Background: an optimization exercise with open tools, aiming at small area and a short achievable clock period. Do not read the settings as production practice.
Where RTL was checked, it was by simulation tests only, not by an equivalence proof against the original.

== run C ==
// fp32_adder_tree_8_inputs
module fp32_adder_tree_8_inputs (
    input wire clk,
    input wire rst_n,
    input wire [127:0] dvr_fp32addtree8to1_s0,
    input wire [127:0] dvr_fp32addtree8to1_s1,
    input wire [2:0] cru_fp32addtree8to1,
    output wire [127:0] dr_fp32addtree8to1_d
);
    genvar i;
    wire [7:0] sgn, hid, inf, nan;
    wire [7:0] ex [0:7];
    wire [22:0] man [0:7];
    generate
        for (i = 0; i < 8; i = i + 1) begin : unpack_gen
            fp32_unpacker u (
                .fp_in({dvr_fp32addtree8to1_s1[16*i +: 16], dvr_fp32addtree8to1_s0[16*i +: 16]}),
                .sign(sgn[i]), .exponent(ex[i]), .hidden(hid[i]), .mantissa(man[i]),
                .is_inf(inf[i]), .is_nan(nan[i]));
        end
    endgenerate
    wire pinf = |(inf & ~sgn);
    wire ninf = |(inf & sgn);
    wire res_nan = (|nan) | (pinf & ninf);
    wire res_inf = pinf | ninf;
    wire all_neg = &sgn;
    wire [7:0] x0 = ex[0];
    wire [7:0] x1 = ex[1];
    wire [7:0] x2 = ex[2];
    wire [7:0] x3 = ex[3];
    wire [7:0] x4 = ex[4];
    wire [7:0] x5 = ex[5];
    wire [7:0] x6 = ex[6];
    wire [7:0] x7 = ex[7];
    wire mx_1 = x0[0] & ~x1[0];
    wire mx_2 = x0[1] & ~x1[1];
    wire mx_3 = x0[2] & ~x1[2];
    wire mx_4 = x0[3] & ~x1[3];
    wire mx_5 = x0[4] & ~x1[4];
    wire mx_6 = x0[5] & ~x1[5];
    wire mx_7 = x0[6] & ~x1[6];
    wire mx_8 = x0[7] & ~x1[7];
    wire mx_9 = x0[0] | ~x1[0];
    wire mx_10 = x0[1] | ~x1[1];
    wire mx_11 = x0[2] | ~x1[2];
    wire mx_12 = x0[3] | ~x1[3];
    wire mx_13 = x0[4] | ~x1[4];
    wire mx_14 = x0[5] | ~x1[5];
    wire mx_15 = x0[6] | ~x1[6];
    wire mx_16 = x0[7] | ~x1[7];
    wire mx_17 = mx_1 | (mx_9 & 1'b1);
    wire mx_18 = mx_2 | (mx_10 & mx_17);
    wire mx_19 = mx_10 & mx_9;
    wire mx_20 = mx_3 | (mx_11 & mx_2);
    wire mx_21 = mx_11 & mx_10;
    wire mx_22 = mx_4 | (mx_12 & mx_3);
  ...
Size: roughly 5500 cells after synthesis, about 86 flip-flops.
==> flow/config.mk <==
export PLATFORM = sky130hd
export DESIGN_NAME = fp32_adder_tree_8_inputs
export DESIGN_NICKNAME = fp32_adder_tree_8_inputs
export VERILOG_FILES = /design/flow/design.v
export SDC_FILE = /design/flow/constraint.sdc
export NUM_CORES = 8
export LEC_CHECK = 0
export ABC_AREA = 1
export CAP_MARGIN = 20
export CORE_MARGIN = 2
export CORE_UTILIZATION = 40
export SLEW_MARGIN = 20
==> flow/constraint.sdc <==
create_clock -name core_clock -period 64.0 [get_ports {clk}]
set_input_delay 12.8000 -clock core_clock [delete_from_list [all_inputs] [get_ports {clk}]]
set_output_delay 12.8000 -clock core_clock [all_outputs]
set_load 0.01 [all_outputs]
standard.sh (not shown) runs the stock make flow with config.mk's settings and CLKGATE_MAP_FILE= SYNTH_SCRIPT=/design/flow/synth_recipe.tcl, a recipe that flattens the netlist after the stock synthesis.
==> flow/flow/run.sh <==
#!/bin/bash
# Layout flow: ORFS, with two changes to its synthesis script and a setup
# margin for timing repair.
#  - synthesis: Yosys's generic synth step runs without its quick ABC pass, so
#    the full adders written in the RTL reach extract_fa as written (no
#    inverters around them); the final ABC mapping uses flow/abc.script.
#  - layout: standard steps; repair_timing aims at SETUP_SLACK_MARGIN; the
#    port buffers are the platform's smallest buffer.
# Each tool's output goes to ORFS's own logs (orfs/logs/...); make's output to flow.log.
set -euo pipefail
HERE=$(pwd)
FL=$HERE/flow
source $FL/params.sh
sed -e 's#^source \$::env(SCRIPTS_DIR)/synth_preamble.tcl#&\nset abc_args [lreplace $abc_args 1 1 '"$FL"'/abc.script]#' \
    -e 's#synth -top \$::env(DESIGN_NAME) -run fine: {\*}\$synth_full_args#& -noabc#' \
    $FLOW_HOME/scripts/synth.tcl > $HERE/my_synth.tcl
grep -q -- '-noabc' $HERE/my_synth.tcl
grep -q 'abc.script\]' $HERE/my_synth.tcl
sed -e "s#source \$::env(SCRIPTS_DIR)/synth.tcl#source $HERE/my_synth.tcl#" synth_recipe.tcl > my_synth_recipe.tcl
grep -q my_synth.tcl my_synth_recipe.tcl
sed -e "s#SYNTH_SCRIPT=[^ ]*#SYNTH_SCRIPT=$HERE/my_synth_recipe.tcl#" standard.sh > my_standard.sh
grep -q my_synth_recipe.tcl my_standard.sh
export SETUP_SLACK_MARGIN=$MARGIN
# every port still gets a buffer, the smallest one
export BUFFER_PORTS_ARGS="${PORTBUF:--buffer_cell sky130_fd_sc_hd__buf_1}"
bash my_standard.sh finish > flow.log 2>&1
==> flow/flow/abc.script <==
strash
dch
map -B 0.9
topo
mfs
strash
dch
map -B 0.9
topo
mfs
strash
dch
map -B 0.9
topo
stime -c
==> flow/flow/params.sh <==
MARGIN=43

Setup changes, run C to run Y
==> flow/flow/params.sh <==
MARGIN=42.5

[summary]
Sequential share of layout area | run Y above run C. | highest attainable clock frequency | run Y vs run C | worse |. Compared with run C, run Y instantiates a smaller number of cells. In run Y relative to run C, number of vias per cell after detailed routing had gone down slightly. Looking at utilization, run Y sits below run C. Run Y: synthesis-to-finish area growth is 4.9 points lower than what run C reported.
No functional check of the RTL was part of any run of this note.


Another version of the RTL of fp32_adder_tree_8_inputs (not shown whole).
Size in the first run: about 5200 cells after synthesis, ~390 I/O pins, about 0.031 mm^2 of cells after synthesis.
Settings: LEC_CHECK=0, ABC_AREA=1, CAP_MARGIN=20, CORE_MARGIN=2, CORE_UTILIZATION=40, SLEW_MARGIN=20; clock period 64.0 ns.
==> flow/flow/abc.script <==
strash
dch
map -B 0.9
topo
mfs
strash
dch
map -B 0.9
topo
mfs
strash
dch
map -B 0.9
topo
stime -c
upsize -c
dnsize -c
==> flow/flow/params.sh <==
MARGIN=42

Scripts as last shown in full above: flow/flow/run.sh
The first run finished clean.
Then changed:
--- a/flow/flow/abc.script
+++ b/flow/flow/abc.script
@@ -15,0 +16 @@
+buffer -c
==> flow/flow/params.sh (replaced) <==
MARGIN=42.5

- The changed run finished with timing, DRC and antenna clean
- synthesized cell count climbs by 4.9%
- design area grows by 3.8%
- worst setup slack improves by 0.48 ns
- fmax increases by 2.3%
- sequential cell count does not change
- sequential share of layout area drops by 0.18 points


Setup of before:
Another version of the RTL of fp32_adder_tree_8_inputs (not shown whole).
Size: roughly 5500 cells after synthesis, about 86 flip-flops, about 33000 sq um of cells after synthesis.
Design fp32_adder_tree_8_inputs, start of the top module:
module fp32_adder_tree_8_inputs (
    input wire clk,
    input wire rst_n,
    input wire [127:0] dvr_fp32addtree8to1_s0,
    input wire [127:0] dvr_fp32addtree8to1_s1,
    input wire [2:0] cru_fp32addtree8to1,
    output wire [127:0] dr_fp32addtree8to1_d
);
    genvar i;
    wire [7:0] sgn, hid, inf, nan;
    wire [7:0] ex [0:7];
    wire [22:0] man [0:7];
    generate
        for (i = 0; i < 8; i = i + 1) begin : unpack_gen
            fp32_unpacker u (
                .fp_in({dvr_fp32addtree8to1_s1[16*i +: 16], dvr_fp32addtree8to1_s0[16*i +: 16]}),
                .sign(sgn[i]), .exponent(ex[i]), .hidden(hid[i]), .mantissa(man[i]),
                .is_inf(inf[i]), .is_nan(nan[i]));
        end
    endgenerate
    wire pinf = |(inf & ~sgn);
    wire ninf = |(inf & sgn);
    wire res_nan = (|nan) | (pinf & ninf);
    wire res_inf = pinf | ninf;
    wire all_neg = &sgn;
    wire [7:0] x0 = ex[0];
    wire [7:0] x1 = ex[1];
    wire [7:0] x2 = ex[2];
    wire [7:0] x3 = ex[3];
    wire [7:0] x4 = ex[4];
    wire [7:0] x5 = ex[5];
    wire [7:0] x6 = ex[6];
    wire [7:0] x7 = ex[7];
    wire mx_1 = x0[0] & ~x1[0];
    wire mx_2 = x0[1] & ~x1[1];
    wire mx_3 = x0[2] & ~x1[2];
    wire mx_4 = x0[3] & ~x1[3];
    wire mx_5 = x0[4] & ~x1[4];
    wire mx_6 = x0[5] & ~x1[5];
    wire mx_7 = x0[6] & ~x1[6];
    wire mx_8 = x0[7] & ~x1[7];
  ...
export LEC_CHECK = 0
export ABC_AREA = 1
export CAP_MARGIN = 20
export CORE_MARGIN = 2
export CORE_UTILIZATION = 40
export SLEW_MARGIN = 20
create_clock -name core_clock -period 64.0 [get_ports {clk}]
==> flow/flow/abc.script <==
strash
dch
map -B 0.9
mfs
strash
dch
map -B 0.9
topo
stime -c
buffer -c
upsize -c
dnsize -c
==> flow/flow/params.sh <==
MARGIN=41

Scripts as last shown in full above: flow/flow/run.sh
No stage failed in before, and the final checks on the layout all came back clean.
[inputs] after vs before
--- a/flow/flow/abc.script
+++ b/flow/flow/abc.script
@@ -2,5 +2,4 @@
 dch
 map -B 0.9
-mfs
 strash
 dch
==> flow/flow/params.sh <==
MARGIN=42

- Against before, after comes in 2.4% lower on critical path depth.
- Origin of the worst setup path = dvr_fp32addtree8to1_s1[41]: before; origin of the worst setup path = dvr_fp32addtree8to1_s1[105]: after
- Taking before as the reference, in after count of filler cells inserted in the layout grew by 43; global placer's final weighted congestion moved up; peak per-stage delay on the critical path shows a reduction of 190 ps.
- Taking before as the reference, in after wire length of the first global-routing pass level, via count higher, iteration-0 DRC count of the detailed router now sits higher, met1 routed wirelength after detailed routing now sits at about the same level.


fp32_adder_tree_8_inputs, a different RTL version from the one above (not shown whole).
Size: ~4300 cells after synthesis, ~35 flip-flops, about 390 I/O pins, ~0.028 sq mm of cells after synthesis.
## fp32_adder_tree_8_inputs
module fp32_adder_tree_8_inputs (
    input wire clk,
    input wire rst_n,
    input wire [127:0] dvr_fp32addtree8to1_s0,
    input wire [127:0] dvr_fp32addtree8to1_s1,
    input wire [2:0] cru_fp32addtree8to1,
    output wire [127:0] dr_fp32addtree8to1_d
);
clock: 64.0 ns
lec_check: 0
abc_area: 1
cap_margin: 20
core_margin: 2
core_utilization: 40
slew_margin: 20
==> flow/flow/run.sh <==
#!/bin/bash
# Layout flow: ORFS, with two changes to its synthesis script and a setup
# margin for timing repair.
#  - synthesis: Yosys's generic synth step runs without its quick ABC pass, so
#    the full adders written in the RTL reach extract_fa as written (no
#    inverters around them); the final ABC mapping uses flow/abc.script.
#  - layout: standard steps; repair_timing aims at SETUP_SLACK_MARGIN.
# Each tool's output goes to ORFS's own logs (orfs/logs/...); make's output to flow.log.
set -euo pipefail
HERE=$(pwd)
FL=$HERE/flow
source $FL/params.sh
sed -e 's#^source \$::env(SCRIPTS_DIR)/synth_preamble.tcl#&\nset abc_args [lreplace $abc_args 1 1 '"$FL"'/abc.script]#' \
    -e 's#synth -top \$::env(DESIGN_NAME) -run fine: {\*}\$synth_full_args#& -noabc#' \
    $FLOW_HOME/scripts/synth.tcl > $HERE/my_synth.tcl
grep -q -- '-noabc' $HERE/my_synth.tcl
grep -q 'abc.script\]' $HERE/my_synth.tcl
sed -e "s#source \$::env(SCRIPTS_DIR)/synth.tcl#source $HERE/my_synth.tcl#" synth_recipe.tcl > my_synth_recipe.tcl
grep -q my_synth.tcl my_synth_recipe.tcl
sed -e "s#SYNTH_SCRIPT=[^ ]*#SYNTH_SCRIPT=$HERE/my_synth_recipe.tcl#" standard.sh > my_standard.sh
grep -q my_synth_recipe.tcl my_standard.sh
export SETUP_SLACK_MARGIN=$MARGIN
bash my_standard.sh finish > flow.log 2>&1
==> flow/flow/abc.script <==
strash
dch
amap
topo
stime -c
buffer -c
upsize -c
dnsize -c
==> flow/flow/params.sh <==
MARGIN=0
Then changed:
==> flow/flow/run.sh (replaced) <==
#!/bin/bash
# Layout flow: the standard flow, with timing repair aimed at a setup slack
# margin so that the (otherwise unconstrained) input-to-register paths are sized.
set -o pipefail
ls -la > ls.log
cat standard.sh > standard_copy.log
export SETUP_SLACK_MARGIN=${MARGIN:-30}
bash standard.sh > standard.log 2>&1
removed: flow/flow/abc.script
removed: flow/flow/params.sh
Final area goes up by 20%.
Cell count goes up by 35%.
Via count goes up by 17%.
First-iteration DRC count goes down by 9.5%.
Die area goes up by 20%.
Setup slack gets better by 11000 ps.
Clock-buffer cell count stays the same.
Then changed:
==> flow/flow/run.sh (replaced) <==
#!/bin/bash
# Layout flow: ORFS, with two changes to its synthesis script and a setup
# margin for timing repair.
#  - synthesis: Yosys's generic synth step runs without its quick ABC pass, so
#    the full adders written in the RTL reach extract_fa as written (no
#    inverters around them); the final ABC mapping uses flow/abc.script.
#  - layout: standard steps; repair_timing aims at SETUP_SLACK_MARGIN.
# Each tool's output goes to ORFS's own logs (orfs/logs/...); make's output to flow.log.
set -euo pipefail
HERE=$(pwd)
FL=$HERE/flow
source $FL/params.sh
sed -e 's#^source \$::env(SCRIPTS_DIR)/synth_preamble.tcl#&\nset abc_args [lreplace $abc_args 1 1 '"$FL"'/abc.script]#' \
    -e 's#synth -top \$::env(DESIGN_NAME) -run fine: {\*}\$synth_full_args#& -noabc#' \
    $FLOW_HOME/scripts/synth.tcl > $HERE/my_synth.tcl
grep -q -- '-noabc' $HERE/my_synth.tcl
grep -q 'abc.script\]' $HERE/my_synth.tcl
sed -e "s#source \$::env(SCRIPTS_DIR)/synth.tcl#source $HERE/my_synth.tcl#" synth_recipe.tcl > my_synth_recipe.tcl
grep -q my_synth.tcl my_synth_recipe.tcl
sed -e "s#SYNTH_SCRIPT=[^ ]*#SYNTH_SCRIPT=$HERE/my_synth_recipe.tcl#" standard.sh > my_standard.sh
grep -q my_synth_recipe.tcl my_standard.sh
export SETUP_SLACK_MARGIN=$MARGIN
bash my_standard.sh finish > flow.log 2>&1
==> flow/flow/abc.script (new file) <==
strash
dch
map -B 0.9
topo
stime -c
buffer -c
upsize -c
dnsize -c
==> flow/flow/params.sh (new file) <==
MARGIN=25
Result: Worst setup slack loses 1800 ps. Maximum frequency falls by 5.3%. Utilization falls by 0.65 points. Final area falls by 3.7%. Wire length falls by 3.0%.


Another version of the RTL of fp32_adder_tree_8_inputs (not shown whole).
Size in the first run: about 5,000 cells after synthesis, about 390 I/O pins, roughly 30,000 sq um of cells after synthesis.
Settings: LEC_CHECK=0, ABC_AREA=1, CAP_MARGIN=20, CORE_MARGIN=2, CORE_UTILIZATION=40, SLEW_MARGIN=20; clock period 64.0 ns.
==> flow/flow/run.sh <==
#!/bin/bash
# Layout flow: ORFS, with two changes to its synthesis script and a setup
# margin for timing repair.
#  - synthesis: Yosys's generic synth step runs without its quick ABC pass, so
#    the full adders written in the RTL reach extract_fa as written (no
#    inverters around them); the final ABC mapping uses flow/abc.script.
#  - layout: standard steps; repair_timing aims at SETUP_SLACK_MARGIN; the
#    port buffers are the platform's smallest buffer.
# Each tool's output goes to ORFS's own logs (orfs/logs/...); make's output to flow.log.
set -euo pipefail
HERE=$(pwd)
FL=$HERE/flow
source $FL/params.sh
sed -e 's#^source \$::env(SCRIPTS_DIR)/synth_preamble.tcl#&\nset abc_args [lreplace $abc_args 1 1 '"$FL"'/abc.script]#' \
    -e 's#synth -top \$::env(DESIGN_NAME) -run fine: {\*}\$synth_full_args#& -noabc#' \
    $FLOW_HOME/scripts/synth.tcl > $HERE/my_synth.tcl
grep -q -- '-noabc' $HERE/my_synth.tcl
grep -q 'abc.script\]' $HERE/my_synth.tcl
sed -e "s#source \$::env(SCRIPTS_DIR)/synth.tcl#source $HERE/my_synth.tcl#" synth_recipe.tcl > my_synth_recipe.tcl
grep -q my_synth.tcl my_synth_recipe.tcl
sed -e "s#SYNTH_SCRIPT=[^ ]*#SYNTH_SCRIPT=$HERE/my_synth_recipe.tcl#" standard.sh > my_standard.sh
grep -q my_synth_recipe.tcl my_standard.sh
export SETUP_SLACK_MARGIN=$MARGIN
# every port still gets a buffer, the smallest one
export BUFFER_PORTS_ARGS="${PORTBUF:--buffer_cell sky130_fd_sc_hd__buf_1}"
bash my_standard.sh finish > flow.log 2>&1
==> flow/flow/abc.script <==
strash
dch
map -B 0.9 -a
topo
mfs
strash
dch
map -B 0.9
topo
mfs
strash
dch
map -B 0.9
topo
stime -c
==> flow/flow/params.sh <==
MARGIN=42

Rerun with:
==> flow/flow/abc.script (replaced) <==
strash
dch
map -B 0.9
topo
mfs
strash
dch
map -B 0.9
topo
mfs
strash
dch
map -B 0.9
topo
stime -c
What happened: The changed run ran to the end with no violations; cell area climbs by 2.1%; global-route usage shrinks by 0.50 points; synthesized cell count goes up by 2.9%; die area went up by 2.0%; maximum frequency hardly moves; clock-buffer cell count stays the same; final cell count rose by 3.3%; routed wire length rises by about 1.1%.
Rerun with:
==> flow/flow/params.sh (replaced) <==
MARGIN=42.5

Result:
- final cell count hardly moves
- synthesized area does not change
- via count rose slightly
No run of this note included a check of the RTL's function; only the layout flow was run.

what the ideal ports hide:
How much do the figures lean on ideal ports? The routed layouts below were timed once more, with nothing changed but the port constraints.
Step 1 (the two cells are an assumption about what drives the block):
set clk [get_ports {clk}]
set_driving_cell -lib_cell sky130_fd_sc_hd__clkbuf_16 $clk
set_driving_cell -lib_cell sky130_fd_sc_hd__buf_2 [delete_from_list [all_inputs] $clk]
Step 2 adds t to the input delays and takes it off the output delays; t is the mean of the earliest and latest rising clock arrival at the registers after step 1. Input paths then give back, and output paths get back, about the clock's delay inside the block.
Slacks: no drivers / after step 1 / after step 2; pairs: no drivers / after step 1.
run | t (ns) | setup WS [ns] | hold slack, ns | slew at the worst register clock pin (ns) | cell pins on the clock port's net
run C | 0.419 | 43.156 / 43.170 / 42.751 | 12.177 / 12.149 / 12.568 | 0.08 / 0.08 | 1
run Y | 0.423 | 42.860 / 42.884 / 42.460 | 12.199 / 12.167 / 12.591 | 0.08 / 0.08 | 1
the first run of note 2 | 0.430 | 42.440 / 42.463 / 42.033 | 12.162 / 12.127 / 12.557 | 0.09 / 0.09 | 1
the second run of note 2 | 0.407 | 42.924 / 42.949 / 42.542 | 12.179 / 12.157 / 12.565 | 0.08 / 0.08 | 1
before | 0.420 | 41.516 / 41.517 / 41.096 | 12.425 / 12.404 / 12.825 | 0.08 / 0.08 | 1
after | 0.395 | 42.321 / 42.352 / 41.958 | 12.341 / 12.313 / 12.707 | 0.07 / 0.07 | 1
the first run of note 4 | 0.311 | 21.025 / 21.029 / 20.717 | 12.621 / 12.627 / 12.938 | 0.05 / 0.05 | 1
the second run of note 4 | 0.312 | 31.925 / 31.936 / 31.624 | 12.930 / 12.946 / 13.258 | 0.05 / 0.05 | 1
the third run of note 4 | 0.312 | 30.127 / 30.132 / 29.820 | 12.602 / 12.595 / 12.908 | 0.06 / 0.06 | 1
the first run of note 5 | 0.419 | 42.409 / 42.411 / 41.992 | 12.189 / 12.181 / 12.600 | 0.08 / 0.08 | 1
the second run of note 5 | 0.411 | 42.386 / 42.401 / 41.990 | 12.182 / 12.165 / 12.576 | 0.08 / 0.08 | 1
the third run of note 5 | 0.429 | 42.723 / 42.727 / 42.298 | 12.171 / 12.143 / 12.572 | 0.09 / 0.09 | 1
After both steps every run listed still meets setup and hold. For the third run of note 5, which loses most, drivers alone change the setup slack by +0.004 ns; drivers and shift together by -0.425 ns.
